This is an optimization exercise on Yosys and OpenROAD, whose aim is small area, a short achievable clock period and few clock cycles, not a production implementation.
Function was checked by simulation only, so behaviour that the tests miss may differ from the original.
Power and IR drop assume default switching activity.

**flow/config.mk**
```make
export PLATFORM = sky130hd
export DESIGN_NAME = cpu
export DESIGN_NICKNAME = cpu
export VERILOG_FILES = /design/flow/design.v
export SDC_FILE = /design/flow/constraint.sdc
export NUM_CORES = 4
export LEC_CHECK = 0
export CAP_MARGIN = 20
export CORE_MARGIN = 2
export CORE_UTILIZATION = 40
export SLEW_MARGIN = 20
```
**flow/design.v**
```verilog
module alu(
    input wire [31:0]   opA,
                        opB,
    input wire [3:0]    S,     
    input wire          M,     
                        Cin,
    output reg [31:0]  DO,     
    output reg          C,     
                        V,     
                        N,     
                        Z      
);
    wire [5:0] control = {S, Cin, M};
    parameter   SET_ZERO = 6'b000010,
                NOR      = 6'b000110,
                NOTAND   = 6'b001010,
                NOT_A    = 6'b001110,
                ANDNOT   = 6'b010010,
                NOT_B    = 6'b010110,
                XOR      = 6'b011010,
                NAND     = 6'b011110,
                AND      = 6'b100010,
                XNOR     = 6'b100110,
                PASS_B   = 6'b101010,
                NOTOR    = 6'b101110,
                PASS_A   = 6'b110010,
                ORNOT    = 6'b110110,
                OR       = 6'b111010,
                SET_ONE  = 6'b111110,
                ADD      = 6'b100101,
                SUB      = 6'b011011;
    always @(*) begin
        case(control)
            SET_ZERO: {C,DO} = {1'b0, {32{1'b0}}};
            NOR:      {C,DO} = {1'b0, ~opA & ~opB};
            NOTAND:   {C,DO} = {1'b0, ~opA & opB};
            NOT_A:    {C,DO} = {1'b0, ~opA};
            ANDNOT:   {C,DO} = {1'b0, opA & ~opB};
            NOT_B:    {C,DO} = {1'b0, ~opB};
            XOR:      {C,DO} = {1'b0, opA ^ opB};
            NAND:     {C,DO} = {1'b0, ~(opA & opB)};
            AND:      {C,DO} = {1'b0, opA & opB};
            XNOR:     {C,DO} = {1'b0, ~(opA ^ opB)};
            PASS_B:   {C,DO} = {1'b0, opB};
            NOTOR:    {C,DO} = {1'b0, ~opA | opB};
            PASS_A:   {C,DO} = {1'b0, opA};
            ORNOT:    {C,DO} = {1'b0, opA | ~opB};
            OR:       {C,DO} = {1'b0, opA | opB};
            SET_ONE:  {C,DO} = {1'b0, {32{1'b1}}};
            ADD:      {C,DO} = opA + opB + Cin;
            SUB:      {C,DO} = opA + ~opB + Cin;
            default:  {C,DO} = {1'b0, {32{1'b0}}};
        endcase
    end
    always @(*) begin
        N = DO[31];
        Z = (DO == {32{1'b0}}) ? 1'b1 : 1'b0;
        V = {opA[31], opB[31], DO[31], M} == 4'b0010 || 
            {opA[31], opB[31], DO[31], M} == 4'b1100 ? 1'b1 : 1'b0;
    end
endmodule
module barrel_shifter (
    input  wire [31:0] data_in,
    input  wire [2:0]  shift_op,
    input  wire [4:0]  shift_cnt,
    output wire [31:0] data_out
);
    wire [31:0] lsr, lsl, ror, asr, asl;
    assign lsr = data_in >> shift_cnt;
    assign lsl = data_in << shift_cnt;
    assign ror = ((data_in >> shift_cnt) | (data_in << (6'd32 - shift_cnt)));
    assign asr = $signed(data_in) >>> shift_cnt;
    assign asl = lsl;
    assign data_out = (shift_op == 3'b000) ? data_in :
                      (shift_op == 3'b001) ? lsr     :
                      (shift_op == 3'b010) ? lsl     :
                      (shift_op == 3'b011) ? ror     :
                      (shift_op == 3'b100) ? asr     :
                      (shift_op == 3'b101) ? asl     :
                                             32'bx;
endmodule
module bubble(
    input wire         need_bubble_id,
    input wire         need_bubble_ex,
    output wire        bubble_en,
    output wire [31:0] bubble_instrn
);
    assign bubble_en = need_bubble_id | need_bubble_ex;
    assign bubble_instrn = 32'b000000000000_000_000_000_0010011;  
endmodule
module comparator(
    input  wire [31:0] A,
    input  wire [31:0] B,
    input  wire [2:0]  mode,    
    output reg  [31:0] result 
);
    localparam LT  = 3'b000;
    localparam LTU = 3'b001;
    localparam GE  = 3'b010;
    localparam GEU = 3'b011;
    localparam EQ  = 3'b100;
    localparam NEQ = 3'b101;
    wire lt_signed   = ($signed(A) < $signed(B));
    wire ge_signed   = ($signed(A) >= $signed(B));
    wire lt_unsigned = (A < B);
    wire ge_unsigned = (A >= B);
    wire eq          = (A == B);
    always @(*) begin
        case (mode)
            LT:   result = {31'b0, lt_signed};
            LTU:  result = {31'b0, lt_unsigned};
            GE:   result = {31'b0, ge_signed};
            GEU:  result = {31'b0, ge_unsigned};
            EQ:   result = {31'b0, eq};
            NEQ:  result = {31'b0, ~eq};
            default:  result = 32'b0;
        endcase
    end
endmodule
module forwarding(
    input wire [4:0]  rs1_addr_id,
    input wire [4:0]  rs2_addr_id,
    input wire [4:0]  rd_addr_ex,
    input wire [4:0]  rd_addr_mem,
    input wire        reg_write_en_ex,
    input wire        reg_write_en_mem,
    input wire [31:0] cal_result_ex,
    input wire [31:0] wb_data_mem,
    output reg [31:0] rs1_data_id,
    output reg [31:0] rs2_data_id,
    output reg        rs1_forward_en,
    output reg        rs2_forward_en
);
    wire [1:0] need_forward_rs1;
    wire [1:0] need_forward_rs2;
    wire rs1_match_ex  = reg_write_en_ex  && (rs1_addr_id != 5'd0) && (rd_addr_ex  != 5'd0) && (rs1_addr_id == rd_addr_ex);
    wire rs1_match_mem = reg_write_en_mem && (rs1_addr_id != 5'd0) && (rd_addr_mem != 5'd0) && (rs1_addr_id == rd_addr_mem);
    assign need_forward_rs1 = {rs1_match_mem, rs1_match_ex};
    wire rs2_match_ex  = reg_write_en_ex  && (rs2_addr_id != 5'd0) && (rd_addr_ex  != 5'd0) && (rs2_addr_id == rd_addr_ex);
    wire rs2_match_mem = reg_write_en_mem && (rs2_addr_id != 5'd0) && (rd_addr_mem != 5'd0) && (rs2_addr_id == rd_addr_mem);
    assign need_forward_rs2 = {rs2_match_mem, rs2_match_ex};
    always @(*) begin
        case (need_forward_rs1)
            2'b01: begin rs1_data_id = cal_result_ex; rs1_forward_en = 1'b1; end
            2'b10: begin rs1_data_id = wb_data_mem;   rs1_forward_en = 1'b1; end
            2'b11: begin rs1_data_id = cal_result_ex; rs1_forward_en = 1'b1; end
            default: begin rs1_data_id = 32'b0; rs1_forward_en = 1'b0; end
        endcase
    end
    always @(*) begin
        case (need_forward_rs2)
            2'b01: begin rs2_data_id = cal_result_ex; rs2_forward_en = 1'b1; end
            2'b10: begin rs2_data_id = wb_data_mem;   rs2_forward_en = 1'b1; end
            2'b11: begin rs2_data_id = cal_result_ex; rs2_forward_en = 1'b1; end
            default: begin rs2_data_id = 32'b0; rs2_forward_en = 1'b0; end
        endcase
    end
endmodule
module froze(
    input  wire        ex_is_load,
    input  wire [4:0]  rd_addr_ex,
    input  wire [4:0]  rs1_addr_id,
    input  wire [4:0]  rs2_addr_id,
    output wire        froze_if,
    output wire        froze_id,
    output wire        flush_en,
    output wire [31:0] nop_instr
);
    wire need_froze = ex_is_load && (rd_addr_ex != 5'd0) &&
                       ((rd_addr_ex == rs1_addr_id) || (rd_addr_ex == rs2_addr_id));
    assign froze_if   = need_froze;
    assign froze_id   = need_froze;
    assign flush_en = need_froze;
    assign nop_instr = 32'h00000013;
endmodule
module instruction_decoder(
    input  wire [31:0]  instruction,
    input  wire [31:0]  pc_count,
    output wire [4:0]   rd_addr,
    output wire [4:0]   rs1_addr,
    output wire [4:0]   rs2_addr,
    output reg  [31:0]  imm_value,
    output reg          use_alu,
    output reg          use_shifter,
    output reg          use_comparator,
    output reg          alu_src1,           
    output reg          alu_src2,           
    output reg  [5:0]   alu_mode,
    output reg  [2:0]   shifter_mode,
    output reg  [2:0]   comparator_mode,
    output reg          reg_write_en,
    output reg          mem_read_en,
    output reg          mem_write_en,
    output reg  [1:0]   mem_access_mode,    
    output reg          mem_read_signed,    
    output reg          is_bj               
);
wire [6:0] opcode = instruction[6:0];
wire [2:0] funct3 = instruction[14:12];
wire [6:0] funct7 = instruction[31:25];
wire [4:0] rd  = instruction[11:7];
wire [4:0] rs1 = instruction[19:15];
wire [4:0] rs2 = instruction[24:20];
wire [31:0] imm_i = {{20{instruction[31]}}, instruction[31:20]};
wire [31:0] imm_s = {{20{instruction[31]}}, instruction[31:25], instruction[11:7]};
wire [31:0] imm_b = {{19{instruction[31]}}, instruction[31], instruction[7], instruction[30:25], instruction[11:8], 1'b0};
wire [31:0] imm_u = {instruction[31:12], 12'b0};
wire [31:0] imm_j = {{11{instruction[31]}}, instruction[31], instruction[19:12], instruction[20], instruction[30:21], 1'b0};
wire R_TYPE      = (opcode == 7'b0110011);
wire I_TYPE_CALC = (opcode == 7'b0010011);
wire I_TYPE_LOAD = (opcode == 7'b0000011);
wire I_TYPE_JUMP = (opcode == 7'b1100111) && (funct3 == 3'b000);
wire I_TYPE_SYNC = (opcode == 7'b1110011);
wire I_TYPE_ENV  = (opcode == 7'b1110010) && instruction[31:20] != 12'b000000000000;
wire I_TYPE_CSR  = (opcode == 7'b1110011);
wire S_TYPE      = (opcode == 7'b0100011);
wire B_TYPE      = (opcode == 7'b1100011);
wire U_TYPE      = (opcode == 7'b0110111) || (opcode == 7'b0010111);
wire J_TYPE      = (opcode == 7'b1101111);
parameter ADD  = 10'b0000000000,   
          SUB  = 10'b0100000000,   
          OR   = 10'b0000000110,   
          AND  = 10'b0000000111,   
          XOR  = 10'b0000000100,   
          SLL  = 10'b0000000001,   
          SRL  = 10'b0000000101,   
          SRA  = 10'b0100000101,   
          SLT  = 10'b0000000010,   
          SLTU = 10'b0000000011;   
parameter ADDI = 3'b000,   
          ORI   = 3'b110,   
          ANDI  = 3'b111,   
          XORI  = 3'b100,   
          SLLI  = 7'b0000001,   
          SRLI  = 7'b0000101,   
          SRAI  = 7'b0100101,   
          SLTI  = 3'b010,   
          SLTIU = 3'b011,   
          LB   = 3'b000,   
          LH   = 3'b001,   
          LW   = 3'b010,   
          LBU  = 3'b100,   
          LHU  = 3'b101,   
          JALR  = 7'b0000000,   
          ECALL = 12'b000000000000,   
          EBREAK= 12'b000000000001,   
          FENCE = 3'b000,     
          FENCE_I = 3'b001,   
          CSRRW  = 3'b001,   
          CSRRS  = 3'b010,   
          CSRRC  = 3'b011,   
          CSRRWI = 3'b101,   
          CSRRSI = 3'b110,   
          CSRRCI = 3'b111;   
parameter SB  = 3'b000,   
          SH  = 3'b001,   
          SW  = 3'b010;   
parameter BEQ  = 3'b000,   
          BNE  = 3'b001,   
          BLT  = 3'b100,   
          BGE  = 3'b101,   
          BLTU = 3'b110,   
          BGEU = 3'b111;   
parameter LUI  = 7'b0110111,   
          AUIPC= 7'b0010111;   
parameter JAL  = 7'b1101111;   
assign rd_addr  = rd;
assign rs1_addr = rs1;
assign rs2_addr = rs2;
parameter   ALU_SET_ZERO = 6'b000010,
            ALU_NOR      = 6'b000110,
            ALU_NOTAND   = 6'b001010,
            ALU_NOT_A    = 6'b001110,
            ALU_ANDNOT   = 6'b010010,
            ALU_NOT_B    = 6'b010110,
            ALU_XOR      = 6'b011010,
            ALU_NAND     = 6'b011110,
            ALU_AND      = 6'b100010,
            ALU_XNOR     = 6'b100110,
            ALU_PASS_B   = 6'b101010,
            ALU_NOTOR    = 6'b101110,
            ALU_PASS_A   = 6'b110010,
            ALU_ORNOT    = 6'b110110,
            ALU_OR       = 6'b111010,
            ALU_SET_ONE  = 6'b111110,
            ALU_ADD      = 6'b100101,
            ALU_SUB      = 6'b011011;
parameter SHIFT_NOP = 3'b000,
          SHIFT_LSR = 3'b001,
          SHIFT_LSL = 3'b010,
          SHIFT_ROR = 3'b011,
          SHIFT_ASR = 3'b100,
          SHIFT_ASL = 3'b101;
parameter CMP_LT  = 3'b000,
          CMP_LTU = 3'b001,
          CMP_GE  = 3'b010,
          CMP_GEU = 3'b011,
          CMP_EQ  = 3'b100,
          CMP_NEQ = 3'b101;
always @(*) begin
    imm_value <= 32'b0;
    use_alu   <= 1'b0;
    use_shifter <= 1'b0;
    use_comparator <= 1'b0;
    alu_src1   <= 1'b0;
    alu_src2   <= 1'b0;
    alu_mode  <= ALU_SET_ZERO;
    shifter_mode <= SHIFT_NOP;
    comparator_mode <= 3'b000;
    reg_write_en <= 1'b0;
    mem_read_en  <= 1'b0;
    mem_write_en <= 1'b0;
    mem_access_mode <= 2'b00;
    mem_read_signed <= 1'b1;
    is_bj <= 1'b0;
    if(R_TYPE) begin
        reg_write_en <= 1'b1;
        alu_src2 <= 1'b0;  
        case({funct7, funct3})
            ADD: begin
                alu_mode <= ALU_ADD;
                use_alu  <= 1'b1;
            end 
            SUB: begin
                alu_mode <= ALU_SUB;
                use_alu  <= 1'b1;
            end
            OR: begin
                alu_mode <= ALU_OR;
                use_alu  <= 1'b1;
            end
            AND: begin
                alu_mode <= ALU_AND;
                use_alu  <= 1'b1;
            end
            XOR: begin
                alu_mode <= ALU_XOR;
                use_alu  <= 1'b1;
            end
            SLL: begin
                shifter_mode <= SHIFT_LSL;
                use_shifter  <= 1'b1;
            end
            SRL: begin
                shifter_mode <= SHIFT_LSR;
                use_shifter  <= 1'b1;
            end
            SRA: begin
                shifter_mode <= SHIFT_ASR;
                use_shifter  <= 1'b1;
            end
            SLT: begin
                comparator_mode <= CMP_LT;
                use_comparator <= 1'b1;
            end
            SLTU: begin
                comparator_mode <= CMP_LTU;
                use_comparator <= 1'b1;
            end
            default: ;
        endcase
    end else if(I_TYPE_CALC) begin
        reg_write_en <= 1'b1;
        alu_src2 <= 1'b1;  
        imm_value <= imm_i;
        case(funct3)
            ADDI: begin
                alu_mode <= ALU_ADD;
                use_alu  <= 1'b1;
            end
            ORI: begin
                alu_mode <= ALU_OR;
                use_alu  <= 1'b1;
            end
            ANDI: begin
                alu_mode <= ALU_AND;
                use_alu  <= 1'b1;
            end
            XORI: begin
                alu_mode <= ALU_XOR;
                use_alu  <= 1'b1;
            end
            SLTI: begin
                comparator_mode <= CMP_LT;
                use_comparator <= 1'b1;
            end
            SLTIU: begin
                comparator_mode <= CMP_LTU;
                use_comparator <= 1'b1;
            end
            3'b001: begin
                if({funct7, funct3} == {7'b0000000, 3'b001}) begin
                    shifter_mode <= SHIFT_LSL;
                    use_shifter  <= 1'b1;
                end
            end
            3'b101: begin
                if({funct7, funct3} == {7'b0000000, 3'b101}) begin
                    shifter_mode <= SHIFT_LSR;
                    use_shifter  <= 1'b1;
                end else if({funct7, funct3} == {7'b0100000, 3'b101}) begin
                    shifter_mode <= SHIFT_ASR;
                    use_shifter  <= 1'b1;
                end
            end
            default: ;
        endcase
    end else if(S_TYPE) begin
        use_alu <= 1'b1;
        alu_src2 <= 1'b1;  
        imm_value <= imm_s;
        alu_mode <= ALU_ADD;
        mem_write_en <= 1'b1;
        case(funct3)
            SB: mem_access_mode <= 2'b00;  
            SH: mem_access_mode <= 2'b01;  
            SW: mem_access_mode <= 2'b10;  
            default: ;
        endcase
    end else if(I_TYPE_LOAD) begin
        use_alu <= 1'b1;
        alu_src2 <= 1'b1;  
        imm_value <= imm_i;
        alu_mode <= ALU_ADD;
        mem_read_en <= 1'b1;
        reg_write_en <= 1'b1;
        case(funct3)
            LB: mem_access_mode <= 2'b00;
            LH: mem_access_mode <= 2'b01;
            LW: mem_access_mode <= 2'b10;
            LBU: begin
                mem_access_mode <= 2'b00;
                mem_read_signed <= 1'b0;
            end
            LHU: begin
                mem_access_mode <= 2'b01;
                mem_read_signed <= 1'b0;
            end
            default: ;
        endcase
    end else if(U_TYPE) begin
        case(opcode)
            LUI: begin
                reg_write_en <= 1'b1;
                imm_value <= imm_u;
                alu_src2 <= 1'b1;  
                alu_mode <= ALU_PASS_B;
                use_alu <= 1'b1;
            end
            AUIPC: begin
                reg_write_en <= 1'b1;
                imm_value <= imm_u;
                alu_src1 <= 1'b1;  
                alu_src2 <= 1'b1;  
                alu_mode <= ALU_ADD;
                use_alu <= 1'b1;
            end
            default: ; 
        endcase 
    end else if(J_TYPE) begin
        reg_write_en <= 1'b1;
        imm_value <= 32'd4;
        alu_src1 <= 1'b1;  
        alu_src2 <= 1'b1;  
        alu_mode <= ALU_ADD;
        use_alu <= 1'b1;
        is_bj <= 1'b1;
    end else if(I_TYPE_JUMP) begin
        reg_write_en <= 1'b1;
        imm_value <= 32'd4;
        alu_src1 <= 1'b1;  
        alu_src2 <= 1'b1;  
        alu_mode <= ALU_ADD;
        use_alu <= 1'b1;
        is_bj <= 1'b1;
    end else if(B_TYPE) begin
        use_comparator <= 1'b1;
        imm_value <= imm_b;
        is_bj <= 1'b1;
        case(funct3)
            BEQ: begin
                comparator_mode <= CMP_EQ;
            end
            BNE: begin
                comparator_mode <= CMP_NEQ;
            end
            BLT: begin
                comparator_mode <= CMP_LT;
            end
            BGE: begin
                comparator_mode <= CMP_GE;
            end
            BLTU: begin
                comparator_mode <= CMP_LTU;
            end
            BGEU: begin
                comparator_mode <= CMP_GEU;
            end
            default: ;
        endcase
    end
end
endmodule
module program_counter (
    input  wire         clk,
    input  wire         rstn,
    input  wire [1:0]   pc_src,   
    input  wire [31:0]  rs1,
    input  wire [31:0]  offset,
    output reg  [31:0]  pc_cnt
);
    always @(posedge clk or negedge rstn) begin
        if (!rstn) begin
            pc_cnt <= 32'b0;
        end else begin
            case (pc_src)
                2'b00: pc_cnt <= pc_cnt + 4;
                2'b01: pc_cnt <= pc_cnt + offset;
                2'b10: pc_cnt <= (rs1 + offset) & ~32'b1;
                default: pc_cnt <= pc_cnt + 4;
            endcase
        end
    end
endmodule
module reg_file(
    input  wire        clk,
    input  wire        rstn,
    input  wire        write_en,
    input  wire [4:0]  write_addr,
    input  wire [31:0] write_data,
    input  wire [4:0]  rd1_addr,
    input  wire [4:0]  rd2_addr,
    output wire [31:0] rd1_data,
    output wire [31:0] rd2_data
);
    wire [32*32-1:0] q_all;
    wire [31:0]      v_all;
    assign q_all[31:0] = 32'b0;
    assign v_all[0]    = 1'b0;
    genvar i;
    generate
        for (i = 1; i < 32; i = i + 1) begin : g_reg
            reg        valid;
            reg [31:0] q;
            wire       we = write_en && (write_addr == i);
            always @(posedge clk or negedge rstn)
                if (!rstn)
                    valid <= 1'b0;
                else if (we)
                    valid <= 1'b1;
            always @(posedge clk)
                if (we)
                    q <= write_data;
            assign q_all[32*i +: 32] = q;
            assign v_all[i] = valid;
        end
    endgenerate
    reg [31:0] r1, r2;
    integer k;
    always @(*) begin
        r1 = 32'b0;
        r2 = 32'b0;
        for (k = 1; k < 32; k = k + 1) begin
            r1 = r1 | ({32{v_all[k] & (rd1_addr == k)}} & q_all[32*k +: 32]);
            r2 = r2 | ({32{v_all[k] & (rd2_addr == k)}} & q_all[32*k +: 32]);
        end
    end
    assign rd1_data = r1;
    assign rd2_data = r2;
endmodule
module cpu(
    input  wire         clk,
    input  wire         rstn,
    output wire [31:0]  imem_addr,
    input  wire [31:0]  imem_rdata,
    output wire [31:0]  dmem_addr,
    output wire         dmem_we,
    output wire [1:0]   dmem_mode,    
    output wire [31:0]  dmem_wdata,
    input  wire [31:0]  dmem_rdata
);
    reg  [31:2] pc;
    reg         id_v;
    reg  [31:0] id_ir;
    reg  [31:2] id_pc;
    reg         ex_v;
    reg  [31:0] ex_a, ex_b, ex_sd;
    reg  [31:2] ex_alt;
    reg  [4:0]  ex_rd;
    reg         ex_wr, ex_load, ex_store, ex_br, ex_jalr, ex_pred;
    reg  [2:0]  ex_f3;
    reg         ex_fa, ex_fb, ex_fs;
    reg         ex_sub, ex_sel_sum, ex_sel_lt, ex_sel_xor, ex_sel_or, ex_sel_and;
    reg         ex_sel_sll, ex_sel_sr, ex_sra, ex_link;
    reg  [31:0] mem_res, mem_sd;
    reg  [4:0]  mem_rd;
    reg         mem_wr, mem_load, mem_store;
    reg  [2:0]  mem_f3;
    reg  [31:0] wb_raw;
    reg  [1:0]  wb_lo;
    reg  [2:0]  wb_f3;
    reg  [4:0]  wb_rd;
    reg         wb_wr;
    assign imem_addr = {pc, 2'b00};
    reg [31:0] wb_val;
    always @(*) begin : align
        reg [7:0]  by;
        reg [15:0] hw;
        case (wb_lo)
            2'b00:   by = wb_raw[7:0];
            2'b01:   by = wb_raw[15:8];
            2'b10:   by = wb_raw[23:16];
            default: by = wb_raw[31:24];
        endcase
        hw = wb_lo[1] ? wb_raw[31:16] : wb_raw[15:0];
        case (wb_f3[1:0])
            2'b00:   wb_val = {{24{~wb_f3[2] & by[7]}}, by};
            2'b01:   wb_val = {{16{~wb_f3[2] & hw[15]}}, hw};
            default: wb_val = wb_raw;
        endcase
    end
    wire [4:0] rs1 = id_ir[19:15];
    wire [4:0] rs2 = id_ir[24:20];
    wire [4:0] rd  = id_ir[11:7];
    wire [2:0] f3  = id_ir[14:12];
    wire d_jal   = id_ir[3];
    wire d_jalr  = id_ir[6] & ~id_ir[3] &  id_ir[2];
    wire d_br    = id_ir[6] & ~id_ir[2];
    wire d_u     = ~id_ir[6] & id_ir[2];
    wire d_lui   = d_u &  id_ir[5];
    wire d_auipc = d_u & ~id_ir[5];
    wire d_load  = ~id_ir[6] & ~id_ir[5] & ~id_ir[4];
    wire d_store = ~id_ir[6] &  id_ir[5] & ~id_ir[4] & ~id_ir[2];
    wire d_alu   = ~id_ir[6] &  id_ir[4] & ~id_ir[2];       
    wire d_op    = d_alu & id_ir[5];
    wire use_rs1 = ~d_u & ~d_jal;
    wire use_rs2 = d_br | d_store | d_op;
    wire reg_we  = ~d_br & ~d_store & (rd != 5'd0);
    wire [31:0] imm_i = {{20{id_ir[31]}}, id_ir[31:20]};
    wire [31:0] imm_s = {{20{id_ir[31]}}, id_ir[31:25], id_ir[11:7]};
    wire [31:0] imm_b = {{19{id_ir[31]}}, id_ir[31], id_ir[7], id_ir[30:25], id_ir[11:8], 1'b0};
    wire [31:0] imm_u = {id_ir[31:12], 12'b0};
    wire [31:0] imm_j = {{11{id_ir[31]}}, id_ir[31], id_ir[19:12], id_ir[20], id_ir[30:21], 1'b0};
    wire [31:2] id_target = id_pc + (d_jal ? imm_j[31:2] : imm_b[31:2]);
    wire        id_pred   = d_br & id_ir[31];                  
    wire [31:0] rf1, rf2;
    reg_file u_rf(
        .clk(clk), .rstn(rstn),
        .write_en(wb_wr), .write_addr(wb_rd), .write_data(wb_val),
        .rd1_addr(rs1), .rd2_addr(rs2),
        .rd1_data(rf1), .rd2_data(rf2)
    );
    wire m1 = mem_wr & (mem_rd == rs1);
    wire m2 = mem_wr & (mem_rd == rs2);
    wire w1 = wb_wr  & (wb_rd  == rs1);
    wire w2 = wb_wr  & (wb_rd  == rs2);
    wire [31:0] rv1 = m1 ? mem_res : w1 ? wb_val : rf1;
    wire [31:0] rv2 = m2 ? mem_res : w2 ? wb_val : rf2;
    wire e1 = ex_v & ex_wr & (ex_rd == rs1);
    wire e2 = ex_v & ex_wr & (ex_rd == rs2);
    wire stall = id_v & ((use_rs1 & ((e1 & ex_load) | (m1 & mem_load))) |
                         (use_rs2 & ((e2 & ex_load) | (m2 & mem_load))));
    wire [31:0] A = ex_fa ? mem_res : ex_a;
    wire [31:0] B = ex_fb ? mem_res : ex_b;
    wire [31:0] S = ex_fs ? mem_res : ex_sd;
    wire [31:0] Bx = B ^ {32{ex_sub}};
    wire [32:0] sum33 = {1'b0, A} + {1'b0, Bx} + {32'b0, ex_sub};
    wire [31:0] sum = sum33[31:0];
    wire        ltu = ~sum33[32];
    wire        lt  = (A[31] ^ B[31]) ? A[31] : sum[31];
    wire        eq  = (A == B);
    wire [31:0] a_rev;
    genvar gi;
    generate
        for (gi = 0; gi < 32; gi = gi + 1) begin : g_rev
            assign a_rev[gi] = A[31-gi];
        end
    endgenerate
    wire [31:0] sh_in = ex_sel_sll ? a_rev : A;
    wire [32:0] sh_x  = {ex_sra & A[31], sh_in};
    wire [32:0] sh_r  = $signed(sh_x) >>> B[4:0];
    wire [31:0] sh_o  = sh_r[31:0];
    wire [31:0] sh_rev;
    generate
        for (gi = 0; gi < 32; gi = gi + 1) begin : g_rev2
            assign sh_rev[gi] = sh_o[31-gi];
        end
    endgenerate
    wire [31:0] ex_res = ({32{ex_sel_sum}} & sum) |
                         ({32{ex_sel_lt}}  & {31'b0, ex_f3[0] ? ltu : lt}) |
                         ({32{ex_sel_xor}} & (A ^ B)) |
                         ({32{ex_sel_or}}  & (A | B)) |
                         ({32{ex_sel_and}} & (A & B)) |
                         ({32{ex_sel_sll}} & sh_rev) |
                         ({32{ex_sel_sr}}  & sh_o) |
                         ({32{ex_link}}    & {ex_alt, 2'b00});
    wire br_cond  = ex_f3[2] ? (ex_f3[1] ? ltu : lt) : eq;
    wire br_taken = br_cond ^ ex_f3[0];
    wire ex_redirect = ex_v & (ex_jalr | (ex_br & (br_taken ^ ex_pred)));
    wire [31:2] ex_target = ex_jalr ? sum[31:2] : ex_alt;
    wire id_redirect = id_v & (d_jal | id_pred);
    always @(posedge clk or negedge rstn) begin
        if (!rstn)
            pc <= 30'b0;
        else if (ex_redirect)
            pc <= ex_target;
        else if (stall)
            pc <= pc;
        else if (id_redirect)
            pc <= id_target;
        else
            pc <= pc + 30'd1;
    end
    always @(posedge clk or negedge rstn) begin
        if (!rstn)
            id_v <= 1'b0;
        else if (ex_redirect)
            id_v <= 1'b0;
        else if (!stall)
            id_v <= ~id_redirect;
    end
    always @(posedge clk) begin
        if (!stall) begin
            id_ir <= imem_rdata;
            id_pc <= pc;
        end
    end
    always @(posedge clk or negedge rstn) begin
        if (!rstn)
            ex_v <= 1'b0;
        else
            ex_v <= id_v & ~stall & ~ex_redirect;
    end
    wire alu_f3_0 = d_alu & (f3 == 3'b000);
    always @(posedge clk) begin
        ex_a     <= d_lui ? 32'b0 : d_auipc ? {id_pc, 2'b00} : rv1;
        ex_b     <= (d_op | d_br) ? rv2 : d_store ? imm_s : d_u ? imm_u : imm_i;
        ex_sd    <= rv2;
        ex_alt   <= (d_jal | d_jalr | id_pred) ? pc : id_target;
        ex_rd    <= rd;
        ex_wr    <= reg_we;
        ex_load  <= d_load;
        ex_store <= d_store;
        ex_br    <= d_br;
        ex_jalr  <= d_jalr;
        ex_pred  <= id_pred;
        ex_f3    <= f3;
        ex_fa    <= e1 & ~d_u;
        ex_fb    <= e2 & (d_op | d_br);
        ex_fs    <= e2;
        ex_sub   <= (d_op & id_ir[30] & (f3 == 3'b000)) | (d_alu & (f3[2:1] == 2'b01)) | d_br;
        ex_sel_sum <= alu_f3_0 | d_load | d_store | d_u;
        ex_sel_lt  <= d_alu & (f3[2:1] == 2'b01);
        ex_sel_xor <= d_alu & (f3 == 3'b100);
        ex_sel_or  <= d_alu & (f3 == 3'b110);
        ex_sel_and <= d_alu & (f3 == 3'b111);
        ex_sel_sll <= d_alu & (f3 == 3'b001);
        ex_sel_sr  <= d_alu & (f3 == 3'b101);
        ex_sra     <= id_ir[30];
        ex_link    <= d_jal | d_jalr;
    end
    always @(posedge clk or negedge rstn) begin
        if (!rstn) begin
            mem_wr    <= 1'b0;
            mem_store <= 1'b0;
        end else begin
            mem_wr    <= ex_v & ex_wr;
            mem_store <= ex_v & ex_store;
        end
    end
    always @(posedge clk) begin
        mem_res  <= ex_res;
        mem_sd   <= S;
        mem_rd   <= ex_rd;
        mem_load <= ex_load;
        mem_f3   <= ex_f3;
    end
    assign dmem_addr  = mem_res;
    assign dmem_we    = mem_store;
    assign dmem_mode  = mem_f3[1:0];
    assign dmem_wdata = mem_sd;
    always @(posedge clk or negedge rstn) begin
        if (!rstn)
            wb_wr <= 1'b0;
        else
            wb_wr <= mem_wr;
    end
    always @(posedge clk) begin
        wb_raw <= mem_load ? dmem_rdata : mem_res;
        wb_lo  <= mem_res[1:0];
        wb_f3  <= mem_load ? mem_f3 : 3'b010;
        wb_rd  <= mem_rd;
    end
endmodule
```
**flow/constraint.sdc**
```tcl
create_clock -name core_clock -period 10.0 [get_ports {clk}]
set_input_delay 2.0000 -clock core_clock [delete_from_list [all_inputs] [get_ports {clk}]]
set_output_delay 2.0000 -clock core_clock [all_outputs]
set_load 0.01 [all_outputs]
```
**flow/run.sh**
```bash
#!/bin/bash
# synth_recipe.tcl (not shown) runs the flow's synth.tcl, then flattens the netlist and writes it again
# the make line also repeats each setting of config.mk as NAME=value (left out here)
make -C /OpenROAD-flow-scripts/flow DESIGN_CONFIG=/design/flow/config.mk WORK_HOME=/design/flow/orfs CLKGATE_MAP_FILE= SYNTH_SCRIPT=/design/flow/synth_recipe.tcl finish
```
==> flow_metrics.env, run 1 <==
export IMPL_worstReg2RegEnd="pc[20]"
export IMPL_rr_worst_depth=17
export IMPL_hold_buffers=0
export IMPL_gr_total_overflow=0
export IMPL_io_buffers=160
export IMPL_wire_per_inst_um=44.1
export IMPL_grt_busiest_layer="met2"
export IMPL_synthArstFlopShare_pct=4.76
export IMPL_hold_path_class="register to register"
export IMPL_synthCells=5186
export IMPL_slowest_stage="dfxtp_2"
export IMPL_post_cts_setup_buffers=0
export IMPL_p_leak_nw=26.0
export IMPL_endpoint="pc[20]"
export IMPL_drc=0
export IMPL_hold_violations=0
export IMPL_startpoint="ex_fb"
export IMPL_place_hpwl_um=198000
export IMPL_grt_util_met2_pct=56.1
export IMPL_maxCapViolations=0
export IMPL_grt_first_pass_wirelength_um=437000
export IMPL_start_util_pct=40.3
export IMPL_cp_required_ns=10.70
export IMPL_endpoint_kind="register"
export IMPL_ys_ff_latch=1386
export IMPL_start_kind="register"
export IMPL_insertion_delay_ns=0.83
export IMPL_fin_area_um2=74300
export IMPL_ys_seq_area_share_pct=59.5
export IMPL_mostFrequentLayoutCell="edfxtp_1"
export IMPL_tns_ns=0
export IMPL_routed_wl_um=332000
export IMPL_power_density_nw_per_um2=246
export IMPL_path_max_fanout=31
export IMPL_via_per_inst=7.42
export IMPL_peakVddDrop_mv=0.241
export IMPL_grt_pass1_vias=51200
export IMPL_cts_root_buf="clkbuf_16"
export IMPL_dieArea_um2=165000
export IMPL_die_y_um=407
export IMPL_rows=147
export IMPL_grt_max_degree=68
export IMPL_fmax_mhz=156
export IMPL_status="no timing/DRC/antenna violations"
export IMPL_fin_skew_ns=0.0573
export IMPL_drtIter0Drc=12500
export IMPL_use_met3_pct=17.2
export IMPL_antenna_left=0
export IMPL_setup_viol=0
export IMPL_synth_top_flop_cell="edfxtp_1"
export IMPL_worst_pin_slew_ns=1.32
export IMPL_cts_num_sinks=1386
export IMPL_yosys_warnings=2
export IMPL_antenna_found_initial=21
export IMPL_finalMaxSlewViolations=0
export IMPL_synth_edff_count=1052
export IMPL_gp_congestion=1.05
export IMPL_numCtsBuffers=149
export IMPL_place_area_um2=69300
export IMPL_syn_area_um2=64900
export IMPL_whs_path_depth=0
export IMPL_avgSynthCellArea_um2=12.5
export IMPL_grtUsageMet1_pct=45.0
export IMPL_finalNetCount=5427
export IMPL_drive_gt1_share_pct=13.3
export IMPL_grt_util_all_layers_pct=38.9
export IMPL_synthToLayoutAreaGrowth_pct=14.5
export IMPL_yosysUniqueCellTypes=82
export IMPL_r2r_start="ex_fb"
export IMPL_clock_path_buffers=3
export IMPL_fin_crit_sh_pct=64.2
export IMPL_cp_slowest_stage_delay_ns=0.94
export IMPL_rsz0062_at_grt="false"
export IMPL_relSlewSlack_pct=11.5
export IMPL_top_level_ports=165
export IMPL_cts_repair_resized=0
export IMPL_coreArea_um2=161000
export IMPL_path_clk_slew_ns=0.06
export IMPL_h_tree_depth=4
export IMPL_crit_type="register to register"
export IMPL_dr_pass1_iters=13
export IMPL_path_cells="buf_4, mux2i_4, buf_4, nand2_1, and3_1, fa_1, nor2b_1, o31a_1, o31ai_1, a2111oi_0, nor3_1, nor3_1, o31ai_1, mux2i_1, nor2_4, buf_4, mux2_2"
export IMPL_final_cell_mix="edfxtp_1, a221oi_1, a22o_1"
export IMPL_cp_common_cell="buf_4"
export IMPL_dieWidth_um=407
export IMPL_cts_tree="built"
export IMPL_layout_min_cycle_time_ns=6.42
export IMPL_critical_path_arrival_ns=7.12
export IMPL_reg2reg_slack_ns=3.58
export IMPL_num_vias=55800
## layout make-up
class / instances / area (um^2)
fillers: 14400 / 86600
flip-flops and latches: 1386 / 38600
multi-input cells: 3243 / 24700
clock buffers: 192 / 3950
repair buffers: 333 / 2910
well taps: 2160 / 2700
clock inverters: 79 / 930
inverters: 121 / 458
diodes: 13 / 32.5
## worst max-delay path, delay by kind of cell, from the launching register on
family	cells	cell delay, ns
compound gates	4	1.49
buf+inv	3	1.30
mux	3	0.90
flops	1	0.94
fa+ha+maj	1	0.47
simple gates	6	1.13
## registers in the layout, summed over array words and instances (netlist names), 30 cells and up
name	count
mem_sd	32
wb_raw	32
ex_a	32
mem_res	32
id_pc	30
id_ir	30
ex_b	32
u_rf.g.valid	31
u_rf.g.q	992
ex_alt	30
ex_sd	32
pc	30
## per-stage QoR
| stage | utilization (%) | cells | hold slack, ns | setup WS [ns] | power, W |
|---|---|---|---|---|---|
| after floorplan | - | 5187 | 0.346 | 4.94 | 0.0101 |
| after global placement | 43.1 | 7242 | 0.372 | 3.65 | 0.0125 |
| after detailed placement | 43.1 | 7242 | 0.377 | 3.67 | 0.0125 |
| after CTS | 46.1 | 7513 | 0.390 | 3.64 | 0.0180 |
| after global routing | 46.2 | 7514 | 0.400 | 3.44 | 0.0186 |
| final | 46.2 | 7527 | 0.394 | 3.58 | 0.0183 |
## power by group
group	internal [W]	switching (W)	total, W
clock network	0.00316	0.00247	0.00564
registers	0.00722	0.000882	0.00811
logic	0.00152	0.00299	0.00451
## metal layers
layer | part of all wire (%) | vias to the layer above
li1 | - | 21000
met1 | 33 | 27000
met2 | 41 | 5907
met3 | 16 | 1875
met4 | 10 | 26
met5 | 0.15 | -
## synthesized netlist by cell type (10+ instances only)
cell | number | area share (%)
nand3_1 | 86 | 0.66
o22ai_1 | 22 | 0.21
a22oi_1 | 234 | 2.7
xnor2_1 | 72 | 0.97
buf_1 | 54 | 0.31
o31ai_1 | 19 | 0.22
nand4_1 | 145 | 1.4
nand3b_1 | 30 | 0.35
a221oi_1 | 362 | 4.9
a211oi_1 | 27 | 0.31
clkbuf_1 | 370 | 2.1
dfxtp_1 | 268 | 8.3
inv_1 | 118 | 0.68
mux4_2 | 26 | 0.90
o211ai_1 | 28 | 0.32
mux2_2 | 113 | 2.0
a21oi_1 | 216 | 1.7
mux2i_1 | 164 | 2.5
o21a_1 | 10 | 0.12
edfxtp_1 | 1052 | 49
dfrtp_1 | 66 | 2.5
nand2b_1 | 18 | 0.17
o2111ai_1 | 12 | 0.16
a211o_1 | 15 | 0.20
and3_1 | 88 | 0.85
nor2_1 | 183 | 1.1
a22o_1 | 357 | 4.8
or2_2 | 36 | 0.35
ha_1 | 125 | 2.4
nor3_1 | 99 | 0.76
nor4_1 | 28 | 0.27
a21o_1 | 32 | 0.37
nor2b_1 | 19 | 0.18
nand2_1 | 238 | 1.4
o21ai_0 | 180 | 1.4
xor2_1 | 45 | 0.61
and2_1 | 21 | 0.20
a222oi_1 | 64 | 0.99
a31oi_1 | 20 | 0.19
a221o_1 | 21 | 0.32
## cells by family after synthesis
family                   count (synthesis)  share of synthesized area [%]
AO/OA/AOI/OAI                         1661                           19.5
XOR/XNOR                               117                           1.58
adder cells (fa/ha/maj)                127                           2.47
buffers and inverters                  558                           3.31
flip-flops                            1386                           59.5
multiplexers                           310                           5.64
other                                    1                        0.00578
AND/OR/NAND/NOR                       1026                           8.06
## how the worst min path moves through the flow
stage                   start        to  slack, ns
floorplan           id_ir[13]  ex_f3[1]       0.35
global placement      ex_load  mem_load       0.37
detailed placement    ex_load  mem_load       0.38
CTS                   ex_load  mem_load       0.39
global route          ex_load  mem_load       0.40
finish                ex_load  mem_load       0.39
Testbench counts, summed over its fixed seeds: cycles 45,361.
==> run 2, diff against run 1 <==
--- a/flow/design.v
+++ b/flow/design.v
@@ -589,7 +589,6 @@
     reg  [4:0]  ex_rd;
     reg         ex_wr, ex_load, ex_store, ex_br, ex_jalr, ex_pred;
     reg  [2:0]  ex_f3;
-    reg         ex_fa, ex_fb, ex_fs;
     reg         ex_sub, ex_sel_sum, ex_sel_lt, ex_sel_xor, ex_sel_or, ex_sel_and;
     reg         ex_sel_sll, ex_sel_sr, ex_sra, ex_link;
     reg  [31:0] mem_res, mem_sd;
@@ -660,9 +659,9 @@
     wire e2 = ex_v & ex_wr & (ex_rd == rs2);
     wire stall = id_v & ((use_rs1 & ((e1 & ex_load) | (m1 & mem_load))) |
                          (use_rs2 & ((e2 & ex_load) | (m2 & mem_load))));
-    wire [31:0] A = ex_fa ? mem_res : ex_a;
-    wire [31:0] B = ex_fb ? mem_res : ex_b;
-    wire [31:0] S = ex_fs ? mem_res : ex_sd;
+    wire [31:0] A = ex_a;
+    wire [31:0] B = ex_b;
+    wire [31:0] S = ex_sd;
     wire [31:0] Bx = B ^ {32{ex_sub}};
     wire [32:0] sum33 = {1'b0, A} + {1'b0, Bx} + {32'b0, ex_sub};
     wire [31:0] sum = sum33[31:0];
@@ -733,9 +732,10 @@
     end
     wire alu_f3_0 = d_alu & (f3 == 3'b000);
     always @(posedge clk) begin
-        ex_a     <= d_lui ? 32'b0 : d_auipc ? {id_pc, 2'b00} : rv1;
-        ex_b     <= (d_op | d_br) ? rv2 : d_store ? imm_s : d_u ? imm_u : imm_i;
-        ex_sd    <= rv2;
+        ex_a     <= (e1 & ~d_u) ? ex_res : d_lui ? 32'b0 : d_auipc ? {id_pc, 2'b00} : rv1;
+        ex_b     <= (e2 & (d_op | d_br)) ? ex_res :
+                    (d_op | d_br) ? rv2 : d_store ? imm_s : d_u ? imm_u : imm_i;
+        ex_sd    <= e2 ? ex_res : rv2;
         ex_alt   <= (d_jal | d_jalr | id_pred) ? pc : id_target;
         ex_rd    <= rd;
         ex_wr    <= reg_we;
@@ -745,9 +745,6 @@
         ex_jalr  <= d_jalr;
         ex_pred  <= id_pred;
         ex_f3    <= f3;
-        ex_fa    <= e1 & ~d_u;
-        ex_fb    <= e2 & (d_op | d_br);
-        ex_fs    <= e2;
         ex_sub   <= (d_op & id_ir[30] & (f3 == 3'b000)) | (d_alu & (f3[2:1] == 2'b01)) | d_br;
         ex_sel_sum <= alu_f3_0 | d_load | d_store | d_u;
         ex_sel_lt  <= d_alu & (f3[2:1] == 2'b01);
--- a/flow/config.mk
+++ b/flow/config.mk
@@ -7,5 +7,6 @@
 export LEC_CHECK = 0
 export CAP_MARGIN = 20
 export CORE_MARGIN = 2
-export CORE_UTILIZATION = 40
+export CORE_UTILIZATION = 60
+export SETUP_SLACK_MARGIN = 5
 export SLEW_MARGIN = 20
==> flow_metrics.env, run 2 <==
export IMPL_path_cells="nor3b_1, and3_2, buf_4, a221oi_1, nand3_1, nor3_1, a31oi_1, mux2i_1, o21a_1, o32ai_1"
export IMPL_start_kind="register"
export IMPL_rsz0062_at_grt="false"
export IMPL_yosysTopAreaCell="edfxtp_1"
export IMPL_place_hpwl_um=188000
export IMPL_p_total_w=0.0182
export IMPL_fmax_mhz=191
export IMPL_synth_top_area_share_pct=48.4
export IMPL_drive_gt1_share_pct=13.0
export IMPL_setup_viol=0
export IMPL_endpoint_kind="register"
export IMPL_synth_top_flop_cell="edfxtp_1"
export IMPL_hold_violations=0
export IMPL_slowest_stage="and3_2"
export IMPL_relSlewSlack_pct=9.81
export IMPL_antenna_left=0
export IMPL_layout_min_cycle_time_ns=5.24
export IMPL_cts_num_sinks=1383
export IMPL_cp_num_buf_inv=1
export IMPL_power_switching_w=0.00639
export IMPL_via_per_inst=8.37
export IMPL_numCtsBuffers=143
export IMPL_synth_edff_count=1052
export IMPL_io_buffers=160
export IMPL_rows=120
export IMPL_start_util_pct=60.7
export IMPL_max_flop_register="u_rf.g.q"
export IMPL_hold_path_class="register to register"
export IMPL_p_clk_share_pct=29.6
export IMPL_synthToLayoutAreaGrowth_pct=12.8
export IMPL_hold_buffers=0
export IMPL_peakVddDrop_mv=0.248
export IMPL_ys_ff_latch=1383
export IMPL_dieWidth_um=334
export IMPL_yosys_top_cells_area="edfxtp_1, dfxtp_1, a22oi_1, a221oi_1, a22o_1"
export IMPL_p_seq_share_pct=44.6
export IMPL_clock_path_buffers=3
export IMPL_worst_pin_slew_ns=1.35
export IMPL_wire_per_inst_um=44.8
export IMPL_ys_top_cells_by_count="edfxtp_1, a22oi_1, clkbuf_1"
export IMPL_crit_family="compound AO/OA/AOI/OAI gates"
export IMPL_final_cell_mix="edfxtp_1, a22oi_1, nand2_1"
export IMPL_routed_wl_um=312000
export IMPL_path_max_fanout=18
export IMPL_place_area_um2=68800
export IMPL_yosysMostFrequentCell="edfxtp_1"
export IMPL_path_clk_slew_ns=0.06
export IMPL_ys_seq_area_share_pct=59.1
export IMPL_power_density_nw_per_um2=248
export IMPL_grt_pass1_vias=53900
export IMPL_fin_area_um2=73600
export IMPL_drtIter0Drc=13700
export IMPL_status="no timing/DRC/antenna violations"
export IMPL_yosysUniqueCellTypes=84
export IMPL_power_internal_w=0.0118
export IMPL_drc=0
export IMPL_die_y_um=334
export IMPL_grt_util_all_layers_pct=54.7
export IMPL_critical_path_arrival_ns=5.84
export IMPL_cp_required_ns=10.60
export IMPL_finalNetCount=5614
export IMPL_finalMaxSlewViolations=0
export IMPL_dr_pass1_iters=15
export IMPL_tns_ns=0
export IMPL_gp_congestion=1.10
export IMPL_synthCells=5367
export IMPL_fin_skew_ns=0.0429
export IMPL_fin_crit_sh_pct=52.4
export IMPL_maxCapViolations=0
export IMPL_pwr_share_comb_pct=25.8
export IMPL_top_level_ports=165
export IMPL_grt_first_pass_wirelength_um=422000
export IMPL_fin_util_pct=68.5
export IMPL_mostFrequentLayoutCell="edfxtp_1"
export IMPL_cts_tree="built"
export IMPL_sw_frac_of_total_pct=35.0
export IMPL_crit_type="register to register"
export IMPL_insertion_delay_ns=0.82
export IMPL_h_tree_depth=4
export IMPL_synthArstFlopShare_pct=4.77
export IMPL_syn_area_um2=65300
export IMPL_avgSynthCellArea_um2=12.2
export IMPL_num_vias=58300
export IMPL_cp_slowest_stage_delay_ns=0.91
export IMPL_antenna_found_initial=33
export IMPL_largest_reg_flops=992
export IMPL_gr_total_overflow=0
export IMPL_cts_root_buf="clkbuf_16"
export IMPL_coreArea_um2=108000
export IMPL_dieArea_um2=111000
export IMPL_dp_cells=6668
export IMPL_yosys_warnings=2
export IMPL_p_leak_nw=25.9
export IMPL_grt_max_degree=86
export IMPL_instances_no_fill=6961
[run 2: worst paths after layout]
kind / start / endpoint / slack, ns / depth (start not counted)
worst max register to register: id_ir[20] / ex_b[16] / 4.76 / 10
worst min register to register: ex_sd[30] / mem_sd[30] / 0.33 / 0
worst max-delay path: id_ir[20] / ex_b[16] / 4.76 / 10
max in group asynchronous: rstn / u_rf.g_reg[27].valid / 7.86 / 2
worst min-delay path: ex_sd[30] / mem_sd[30] / 0.33 / 0
min in group asynchronous: rstn / pc[31] / 1.42 / 2
[run 2: layer usage]
layer  up-vias  global-route usage, %  wire length (um)
met5         -                   1.26               596
met4        37                   48.2             38800
met3      2394                   28.5             56900
met2      6956                   74.8            122000
met1     27300                   62.0             93600
li1      21600                      -                 -
[run 2: metrics by stage]
step | hold slack, ns | setup slack (ns)
global placement | 0.313 | 4.34
detailed placement | 0.312 | 4.33
CTS | 0.326 | 5.06
global route | 0.331 | 4.98
floorplan | 0.310 | 5.54
finish | 0.326 | 4.76
[run 2: final cells by class]
| cell class | instances | area (um^2) |
|---|---|---|
| sequential | 1383 | 38600 |
| fill | 7876 | 33900 |
| multi-input combinational | 3395 | 25000 |
| clock buffer | 181 | 3780 |
| timing repair buffer | 353 | 3070 |
| tap | 1403 | 1760 |
| clock inverter | 78 | 851 |
| inverter | 145 | 546 |
| antenna | 23 | 57.6 |
[run 2: timing repair]
item                       4_1_cts  5_1_grt
pin swaps                        1        0
resized for setup                6        3
setup buffers                    0       10
hold endpoints to repair         0        0
setup endpoints to repair       26        4
[run 2: cells by family (layout without fill, tap and decap cells)]
kind of cell	count (synthesis)	in the layout	synth area share, %
fa+ha+maj	127	127	2.46
other cells	1	25	0.00575
compound gates	1777	1777	20.3
xor+xnor	115	115	1.54
mux	209	209	4.24
simple gates	1165	1165	8.91
buf+inv	590	757	3.45
flops	1383	1383	59.1
[run 2: power groups by stage]
stage / Sequential, W / Clock [W] / Combinational [W]
after global placement: 0.00816 / 0 / 0.00434
after CTS: 0.00805 / 0.00534 / 0.00442
after detailed placement: 0.00816 / 0 / 0.00440
after global routing: 0.00810 / 0.00557 / 0.00486
final: 0.00813 / 0.00539 / 0.00470
after floorplan: 0.00772 / 0 / 0.00250
[run 2: worst register-to-register path: stages, from the launching register on]
cell and delay [ns]:
edfxtp_1 0.77, nor3b_1 0.46, and3_2 0.91, buf_4 0.59, a221oi_1 0.20, nand3_1 0.12
nor3_1 0.07, a31oi_1 0.83, mux2i_1 0.27, o21a_1 0.25, o32ai_1 0.60
Testbench counts of run 2, summed over its fixed seeds: cycles 45,361.

==> what the ideal ports hide <==
The results above use ideal ports. As a check the final layouts listed here were re-extracted and re-timed, cells and wires unchanged. Step 1 (the two cells are an assumption about what drives the block):
set clk [get_ports {clk}]
set_driving_cell -lib_cell sky130_fd_sc_hd__clkbuf_16 $clk
set_driving_cell -lib_cell sky130_fd_sc_hd__buf_2 [delete_from_list [all_inputs] $clk]
Step 2 moves the port delays by t, midway between the first and last clock arrival at a register: inputs arrive t later, outputs are due t later. That takes back most of the time a late clock gives input paths. Slacks: no drivers / after step 1 / after step 2; pairs: no drivers / after step 1.
run	shift t [ns]	setup slack, ns	worst setup path after step 2
run 1	0.889	3.578 / 3.578 / 3.578	register to register
run 2	0.869	4.760 / 4.760 / 4.760	register to register
After both steps every run listed still meets setup and hold.
